From an optimization exercise on the open Yosys and OpenROAD flow, aimed at small area and a short achievable clock period; shortcuts taken in it are not production practice.
Only simulation tests tie the RTL to the original design; equivalence was not proved.
No activity file was given, so power comes from the tool's default toggle rates.

==> job 7222: inputs <==
==> flow/design.v <==
module m_enffr #(parameter w = 1, parameter init_val = 0) (
  input              clk,
  input              reset_n,
  input  [w-1:0]     in,
  input              en,
  output reg [w-1:0] out
);
  always @(posedge clk or negedge reset_n)
    if (!reset_n) out <= init_val;
    else if (en)  out <= in;
endmodule
module bit_fifo (
    input          clk,
    input          rst_n,
    input          data_fifo_init_en,
    input  [191:0] data_fifo_init_val,
    output [191:0] data_fifo,
    input          num_bits_init_en,
    input  [7:0]   num_bits_init_val,
    output [7:0]   num_bits,
    input  [47:0]  data_in,
    input  [5:0]   data_in_num_bits,
    input          data_in_wr,
    input  [5:0]   data_out_num_bits,
    input          data_out_rd,
    output [47:0]  data_out,
    output         wr_error,
    output         rd_error
    );
   reg  [191:0] F;
   reg  [7:0]   n;
   assign data_fifo = F;
   assign num_bits  = n;
   wire [4:0]   r;
   wire         nsel_hi, nsel_lo;
   wire [7:0]   t;
   wire [47:0]  D;
   wire [7:0]   n_next;
   bit_fifo_ctrl i_ctrl (
      .n(n), .F_low(F[47:0]),
      .data_in(data_in), .data_in_num_bits(data_in_num_bits), .data_in_wr(data_in_wr),
      .data_out_num_bits(data_out_num_bits), .data_out_rd(data_out_rd),
      .data_fifo_init_en(data_fifo_init_en),
      .num_bits_init_en(num_bits_init_en), .num_bits_init_val(num_bits_init_val),
      .data_out(data_out), .wr_error(wr_error), .rd_error(rd_error),
      .r(r), .nsel_hi(nsel_hi), .nsel_lo(nsel_lo), .t(t), .D(D), .n_next(n_next));
   wire [47:0]  l0 = D;
   wire [48:0]  l1;
   wire [50:0]  l2;
   wire [54:0]  l3;
   wire [62:0]  l4;
   wire [78:0]  l5;
   wire [110:0] l6;
   wire [174:0] l7;
   wire [191:0] W;
   bit_fifo_shl #(.IW(48),  .OW(49),  .K(1),   .FILL(1'b0)) i_l0 (.a(l0), .s(t[0]), .y(l1));
   bit_fifo_shl #(.IW(49),  .OW(51),  .K(2),   .FILL(1'b1)) i_l1 (.a(l1), .s(t[1]), .y(l2));
   bit_fifo_shl #(.IW(51),  .OW(55),  .K(4),   .FILL(1'b0)) i_l2 (.a(l2), .s(t[2]), .y(l3));
   bit_fifo_shl #(.IW(55),  .OW(63),  .K(8),   .FILL(1'b1)) i_l3 (.a(l3), .s(t[3]), .y(l4));
   bit_fifo_shl #(.IW(63),  .OW(79),  .K(16),  .FILL(1'b0)) i_l4 (.a(l4), .s(t[4]), .y(l5));
   bit_fifo_shl #(.IW(79),  .OW(111), .K(32),  .FILL(1'b1)) i_l5 (.a(l5), .s(t[5]), .y(l6));
   bit_fifo_shl #(.IW(111), .OW(175), .K(64),  .FILL(1'b0)) i_l6 (.a(l6), .s(t[6]), .y(l7));
   bit_fifo_shl #(.IW(175), .OW(192), .K(128), .FILL(1'b1)) i_l7 (.a(l7), .s(t[7]), .y(W));
   wire [191:0] g1, g2, g3, g4, g5, X;
   bit_fifo_shr #(.K(1),  .FILL(1'b0)) i_r0 (.a(F),  .s(r[0]), .y(g1));
   bit_fifo_shr #(.K(2),  .FILL(1'b1)) i_r1 (.a(g1), .s(r[1]), .y(g2));
   bit_fifo_shr #(.K(4),  .FILL(1'b0)) i_r2 (.a(g2), .s(r[2]), .y(g3));
   bit_fifo_shr #(.K(8),  .FILL(1'b1)) i_r3 (.a(g3), .s(r[3]), .y(g4));
   bit_fifo_shr #(.K(16), .FILL(1'b0)) i_r4 (.a(g4), .s(r[4]), .y(g5));
   bit_fifo_shr_last i_r5 (.na(g5), .nsel_hi(nsel_hi), .nsel_lo(nsel_lo), .y(X));
   wire [191:0] F_next;
   bit_fifo_final i_final (.X(X), .W(W), .iv(data_fifo_init_val), .isel(data_fifo_init_en), .y(F_next));
   always @(posedge clk or negedge rst_n)
     if (!rst_n) F <= 192'b0;
     else F <= F_next;
   always @(posedge clk or negedge rst_n)
     if (!rst_n) n <= 8'b0;
     else n <= n_next;
endmodule
module bit_fifo_shl #(parameter IW = 48, parameter OW = 49, parameter K = 1, parameter FILL = 1'b0) (
    input  [IW-1:0] a,
    input           s,
    output [OW-1:0] y
    );
   wire [OW+K-1:0] ax = {{(OW+K-IW){FILL}}, a};
   genvar i;
   generate for (i = 0; i < OW; i = i + 1) begin : b
      if (i < K) assign y[i] = ~(s ? FILL : ax[i]);
      else       assign y[i] = ~(s ? ax[i-K] : ax[i]);
   end endgenerate
endmodule
module bit_fifo_shr #(parameter K = 1, parameter FILL = 1'b0) (
    input  [191:0] a,
    input          s,
    output [191:0] y
    );
   genvar i;
   generate for (i = 0; i < 192; i = i + 1) begin : b
      if (i + K < 192) assign y[i] = ~(s ? a[i+K] : a[i]);
      else             assign y[i] = ~(s ? FILL : a[i]);
   end endgenerate
endmodule
module bit_fifo_shr_last (
    input  [191:0] na,
    input          nsel_hi,
    input          nsel_lo,
    output [191:0] y
    );
   genvar i;
   generate for (i = 0; i < 192; i = i + 1) begin : b
      if (i + 32 < 192) assign y[i] = ~((na[i+32] | nsel_hi) & (na[i] | nsel_lo));
      else              assign y[i] = ~(na[i] | nsel_lo);
   end endgenerate
endmodule
module bit_fifo_final (
    input  [191:0] X,
    input  [191:0] W,
    input  [191:0] iv,
    input          isel,
    output [191:0] y
    );
   assign y = X | W | (iv & {192{isel}});
endmodule
module bit_fifo_le6 (
    input  [5:0] a,
    input  [5:0] b,
    output       le
    );
   assign le = (a <= b);
endmodule
module bit_fifo_ctrl (
    input  [7:0]  n,
    input  [47:0] F_low,
    input  [47:0] data_in,
    input  [5:0]  data_in_num_bits,
    input         data_in_wr,
    input  [5:0]  data_out_num_bits,
    input         data_out_rd,
    input         data_fifo_init_en,
    input         num_bits_init_en,
    input  [7:0]  num_bits_init_val,
    output [47:0] data_out,
    output        wr_error,
    output        rd_error,
    output [4:0]  r,         
    output        nsel_hi,   
    output        nsel_lo,   
    output [7:0]  t,         
    output [47:0] D,         
    output [7:0]  n_next
    );
   wire [7:0] room     = 8'd192 - n;
   wire       room_big = (room >= 8'd64);
   wire       n_big    = (n >= 8'd64);
   wire wr_le, rd_le0, rd_le1, rd_le2;
   bit_fifo_le6 i_wr_le  (.a(data_in_num_bits),  .b(room[5:0]), .le(wr_le));
   bit_fifo_le6 i_rd_le0 (.a(data_out_num_bits), .b(n[5:0]),    .le(rd_le0));
   bit_fifo_le6 i_rd_le1 (.a(data_out_num_bits), .b(n[5:0]),    .le(rd_le1));
   bit_fifo_le6 i_rd_le2 (.a(data_out_num_bits), .b(n[5:0]),    .le(rd_le2));
   wire wr_fit  = room_big | wr_le;
   wire rd_fit  = n_big    | rd_le0;
   wire rd_ok   = data_out_rd & rd_fit;
   wire rd_ok1  = data_out_rd & (n_big | rd_le1);
   wire rd_ok2  = data_out_rd & (n_big | rd_le2);
   wire wr_ok   = data_in_wr  & wr_fit;
   assign wr_error = data_in_wr  & ~wr_fit;
   assign rd_error = data_out_rd & ~rd_fit;
   wire [5:0] rc = data_out_num_bits & {6{rd_ok}};
   assign r       = rc[4:0];
   assign nsel_hi = ~(rc[5] & ~data_fifo_init_en);
   assign nsel_lo = ~(~rc[5] & ~data_fifo_init_en);
   reg [47:0] m_out, m_in;
   integer i;
   always @(*)
     for (i = 0; i < 48; i = i + 1) begin
        m_in[i]  = (data_in_num_bits > i);
        m_out[i] = (data_out_num_bits > i);
     end
   assign data_out = F_low & m_out & {{24{rd_ok2}}, {24{rd_ok1}}};
   assign D        = data_in & m_in & {48{wr_ok & ~data_fifo_init_en}};
   wire [7:0] n_rd = n - {2'b0, data_out_num_bits};
   wire [7:0] tt   = rd_ok ? n_rd : n;
   assign t  = tt;
   wire [7:0] n_wr = tt + {2'b0, data_in_num_bits};
   assign n_next = num_bits_init_en ? num_bits_init_val : (wr_ok ? n_wr : tt);
endmodule
==> flow/flow/run.sh <==
#!/bin/bash
# Own flow: the standard layout (standard.sh), with these changes:
#  - synthesis (hierarchical, flattened at the end as synth_recipe.tcl does):
#    the control modules (bit_fifo_ctrl, bit_fifo_le6) are mapped with a
#    delay-oriented ABC script (flow/abc_fast.script); everything else (shifter stages, top) with an area-oriented one
#    (flow/abc_area.script) that may not use the non-inverting AOI/mux cells, so
#    each inverting mux stage maps to o22ai/a22oi; the final OR with the preload
#    with the area script and every cell. No full/half-adder extraction
#    (ADDER_MAP_FILE empty). Everything else in synth_recipe.tcl is unchanged, so
#    the registers, their names and cell types are the same;
#  - ports are buffered with the smallest buffer (BUFFER_PORTS_ARGS).
# Each tool's full output stays in orfs/logs/; make's own output goes to flow_make.log.
set -euo pipefail
W=$(pwd)
cat > "$W/own_synth.tcl" <<EOT
proc abc {args} {
  set i [lsearch -exact \$args -script]
  set area \$args
  lset area [expr {\$i + 1}] {$W/flow/abc_area.script}
  set fast \$args
  lset fast [expr {\$i + 1}] {$W/flow/abc_fast.script}
  set inv \$area
  foreach c {o22a_* a22o_* mux2_* mux2i_*} { lappend inv -dont_use sky130_fd_sc_hd__\$c }
  yosys abc {*}\$fast bit_fifo_ctrl bit_fifo_le6
  yosys abc {*}\$area bit_fifo_final
  yosys abc {*}\$inv
}
source {$W/synth_recipe.tcl}
EOT
sed -e "s#SYNTH_SCRIPT=[^ ]*#SYNTH_SCRIPT=$W/own_synth.tcl ADDER_MAP_FILE=#" \
    -e "s#^make -C #make BUFFER_PORTS_ARGS='-buffer_cell sky130_fd_sc_hd__buf_1' -C #" \
    standard.sh > "$W/own_standard.sh"
bash "$W/own_standard.sh" "$@" > "$W/flow_make.log" 2>&1
==> flow/flow/abc_area.script <==
strash
dch
amap -F 10 -A 30
topo
stime -c
==> flow/flow/abc_fast.script <==
strash
dch
map
topo
buffer -c
upsize -c
dnsize -c
==> flow/standard.sh <==
#!/bin/bash
# synth_recipe.tcl (not shown) runs the flow's synth.tcl, then flattens the netlist and writes it again
# the make line also repeats each setting of config.mk as NAME=value (left out here)
make -C /OpenROAD-flow-scripts/flow DESIGN_CONFIG=/design/flow/config.mk WORK_HOME=/design/flow/orfs CLKGATE_MAP_FILE= SYNTH_SCRIPT=/design/flow/synth_recipe.tcl "${@:-finish}"
==> flow/config.mk <==
export PLATFORM = sky130hd
export DESIGN_NAME = bit_fifo
export DESIGN_NICKNAME = bit_fifo
export VERILOG_FILES = /design/flow/design.v
export SDC_FILE = /design/flow/constraint.sdc
export NUM_CORES = 4
export LEC_CHECK = 0
export CAP_MARGIN = 20
export CORE_MARGIN = 2
export CORE_UTILIZATION = 40
export PLACE_DENSITY = 0.6
export SETUP_SLACK_MARGIN = 3.2
export SLEW_MARGIN = 20
export SYNTH_HIERARCHICAL = 1
export SYNTH_MINIMUM_KEEP_SIZE = 0
==> flow/constraint.sdc <==
create_clock -name core_clock -period 8.0 [get_ports {clk}]
set_input_delay 1.6000 -clock core_clock [delete_from_list [all_inputs] [get_ports {clk}]]
set_output_delay 1.6000 -clock core_clock [all_outputs]
set_load 0.01 [all_outputs]
==> inputs of job 7851, as changes to job 7222 <==
--- a/flow/design.v
+++ b/flow/design.v
@@ -34,5 +34,7 @@
    wire [4:0]   r;
    wire         nsel_hi, nsel_lo;
-   wire [7:0]   t;
+   wire [7:3]   t;
+   wire [2:0]   tb;
+   wire         nsa, nsb;
    wire [47:0]  D;
    wire [7:0]   n_next;
@@ -44,8 +46,9 @@
       .num_bits_init_en(num_bits_init_en), .num_bits_init_val(num_bits_init_val),
       .data_out(data_out), .wr_error(wr_error), .rd_error(rd_error),
-      .r(r), .nsel_hi(nsel_hi), .nsel_lo(nsel_lo), .t(t), .D(D), .n_next(n_next));
+      .r(r), .nsel_hi(nsel_hi), .nsel_lo(nsel_lo), .t(t), .tb(tb), .nsa(nsa), .nsb(nsb), .D(D), .n_next(n_next));
    wire [47:0]  l0 = D;
-   wire [48:0]  l1;
-   wire [50:0]  l2;
+   wire [48:0]  a1, b1;
+   wire [50:0]  a2, b2;
+   wire [54:0]  a3, b3;
    wire [54:0]  l3;
    wire [62:0]  l4;
@@ -54,7 +57,11 @@
    wire [174:0] l7;
    wire [191:0] W;
-   bit_fifo_shl #(.IW(48),  .OW(49),  .K(1),   .FILL(1'b0)) i_l0 (.a(l0), .s(t[0]), .y(l1));
-   bit_fifo_shl #(.IW(49),  .OW(51),  .K(2),   .FILL(1'b1)) i_l1 (.a(l1), .s(t[1]), .y(l2));
-   bit_fifo_shl #(.IW(51),  .OW(55),  .K(4),   .FILL(1'b0)) i_l2 (.a(l2), .s(t[2]), .y(l3));
+   bit_fifo_shl #(.IW(48),  .OW(49),  .K(1),   .FILL(1'b0)) i_a0 (.a(l0), .s(n[0]), .y(a1));
+   bit_fifo_shl #(.IW(49),  .OW(51),  .K(2),   .FILL(1'b1)) i_a1 (.a(a1), .s(n[1]), .y(a2));
+   bit_fifo_shl #(.IW(51),  .OW(55),  .K(4),   .FILL(1'b0)) i_a2 (.a(a2), .s(n[2]), .y(a3));
+   bit_fifo_shl #(.IW(48),  .OW(49),  .K(1),   .FILL(1'b0)) i_b0 (.a(l0), .s(tb[0]), .y(b1));
+   bit_fifo_shl #(.IW(49),  .OW(51),  .K(2),   .FILL(1'b1)) i_b1 (.a(b1), .s(tb[1]), .y(b2));
+   bit_fifo_shl #(.IW(51),  .OW(55),  .K(4),   .FILL(1'b0)) i_b2 (.a(b2), .s(tb[2]), .y(b3));
+   bit_fifo_pick i_pick (.na(a3), .nb(b3), .nsa(nsa), .nsb(nsb), .ny(l3));
    bit_fifo_shl #(.IW(55),  .OW(63),  .K(8),   .FILL(1'b1)) i_l3 (.a(l3), .s(t[3]), .y(l4));
    bit_fifo_shl #(.IW(63),  .OW(79),  .K(16),  .FILL(1'b0)) i_l4 (.a(l4), .s(t[4]), .y(l5));
@@ -113,4 +120,13 @@
    end endgenerate
 endmodule
+module bit_fifo_pick (
+    input  [54:0] na,
+    input  [54:0] nb,
+    input         nsa,
+    input         nsb,
+    output [54:0] ny
+    );
+   assign ny = (na | {55{nsa}}) & (nb | {55{nsb}});
+endmodule
 module bit_fifo_final (
     input  [191:0] X,
@@ -146,5 +162,8 @@
     output        nsel_hi,   
     output        nsel_lo,   
-    output [7:0]  t,         
+    output [7:3]  t,         
+    output [2:0]  tb,        
+    output        nsa,       
+    output        nsb,       
     output [47:0] D,         
     output [7:0]  n_next
@@ -178,8 +197,12 @@
      end
    assign data_out = F_low & m_out & {{24{rd_ok2}}, {24{rd_ok1}}};
-   assign D        = data_in & m_in & {48{wr_ok & ~data_fifo_init_en}};
+   assign D        = data_in & m_in;
+   wire   wsel     = wr_ok & ~data_fifo_init_en;
+   assign nsa      = ~(wsel & ~rd_ok);
+   assign nsb      = ~(wsel & rd_ok);
    wire [7:0] n_rd = n - {2'b0, data_out_num_bits};
    wire [7:0] tt   = rd_ok ? n_rd : n;
-   assign t  = tt;
+   assign t  = tt[7:3];
+   assign tb = n[2:0] - data_out_num_bits[2:0];
    wire [7:0] n_wr = tt + {2'b0, data_in_num_bits};
    assign n_next = num_bits_init_en ? num_bits_init_val : (wr_ok ? n_wr : tt);
--- a/flow/flow/run.sh
+++ b/flow/flow/run.sh
@@ -5,5 +5,5 @@
 #    delay-oriented ABC script (flow/abc_fast.script); everything else (shifter stages, top) with an area-oriented one
 #    (flow/abc_area.script) that may not use the non-inverting AOI/mux cells, so
-#    each inverting mux stage maps to o22ai/a22oi; the final OR with the preload
+#    each inverting mux stage maps to o22ai/a22oi; the final OR with the preload and the pick stage
 #    with the area script and every cell. No full/half-adder extraction
 #    (ADDER_MAP_FILE empty). Everything else in synth_recipe.tcl is unchanged, so
@@ -23,5 +23,5 @@
   foreach c {o22a_* a22o_* mux2_* mux2i_*} { lappend inv -dont_use sky130_fd_sc_hd__\$c }
   yosys abc {*}\$fast bit_fifo_ctrl bit_fifo_le6
-  yosys abc {*}\$area bit_fifo_final
+  yosys abc {*}\$area bit_fifo_final bit_fifo_pick
   yosys abc {*}\$inv
 }
==> summary of the runs <==
- Between job 7222 and job 7851, the lower clock skew is in job 7851 (gap 0.011 ns).
- In job 7222 the setup slack is lower than in job 7851, by 0.058 ns.
- Against job 7851, the critical path depth of job 7222 is lower by 5.
- Between job 7851 and job 7222, the lower synthesized cell count is in job 7222 (gap 6.8%, measured against job 7222).
- In flip-flop and latch count, job 7851 and job 7222 do not differ.
- Job 7222 completed without violations. Job 7851 produced a clean layout.
- In job 7222 the via count is smaller than in job 7851, by 2.1%.
- Of job 7222 and job 7851, job 7851 has the higher die area (gap about 6%, measured against job 7851).
- Between job 7222 and job 7851, the lower design area is in job 7851 (gap about 3%, measured against job 7851).
==> figures <==
metric	job 7851	job 7222
Status	complete, no violations	complete, no violations
Post-Place Setup Slack	2.026 ns	1.585 ns
Share of the clock period used by the worst path after layout	61.05%	61.77%
Combinational cell fraction of total power	69.4%	71.6%
Count of buffers added by post-CTS timing repair for setup	17	14
Fraction of area in clock buffers and inverters	1.995%	1.975%
Clk_buf instances	20	17
Final Total Pwr	10.09 mW	12.62 mW
Cell-internal power	4.104 mW	4.942 mW
Via count of the first global-routing pass	31590	30800
Category of the worst setup path capture point	flop	primary output
Effective utilization at floorplan	40.25%	40.49%
Distinct cells, synth	56	51
Multi-input combinational cell area	17700 um2	18220 um2
Area fraction of the dominant cell type after synthesis	45.71%	44.39%
Critical path start-end classification	in2reg	in2out
Proportion of cell area occupied by multi-input gates	63.69%	63.64%

-- afterwards: timing with drivers on the ports --
No port has a modelled driver above. Below, the same layouts with a new extraction and two added sets of constraints. Step 1: set_driving_cell puts a clkbuf_16 on clk and a buf_2 on each other input, an assumption about the parent block. Step 2 adds t to the input delays and takes it off the output delays; t is the mean of the earliest and latest rising clock arrival at the registers after step 1. Input paths then give back, and output paths get back, about the clock's delay inside the block. Slacks: no drivers / after step 1 / after step 2; pairs: no drivers / after step 1.
| run | t (ns) | setup WS [ns] | hold slack, ns |
|---|---|---|---|
| job 7222 | 0.593 | 3.058 / 3.032 / 2.590 | 0.824 / 0.824 / 0.824 |
| job 7851 | 0.581 | 3.116 / 3.122 / 2.565 | 1.027 / 1.027 / 1.027 |
After both steps setup and hold are still met in every run listed. The setup slack of job 7851, which loses most, moves by +0.006 ns with the drivers and by -0.551 ns with both steps.
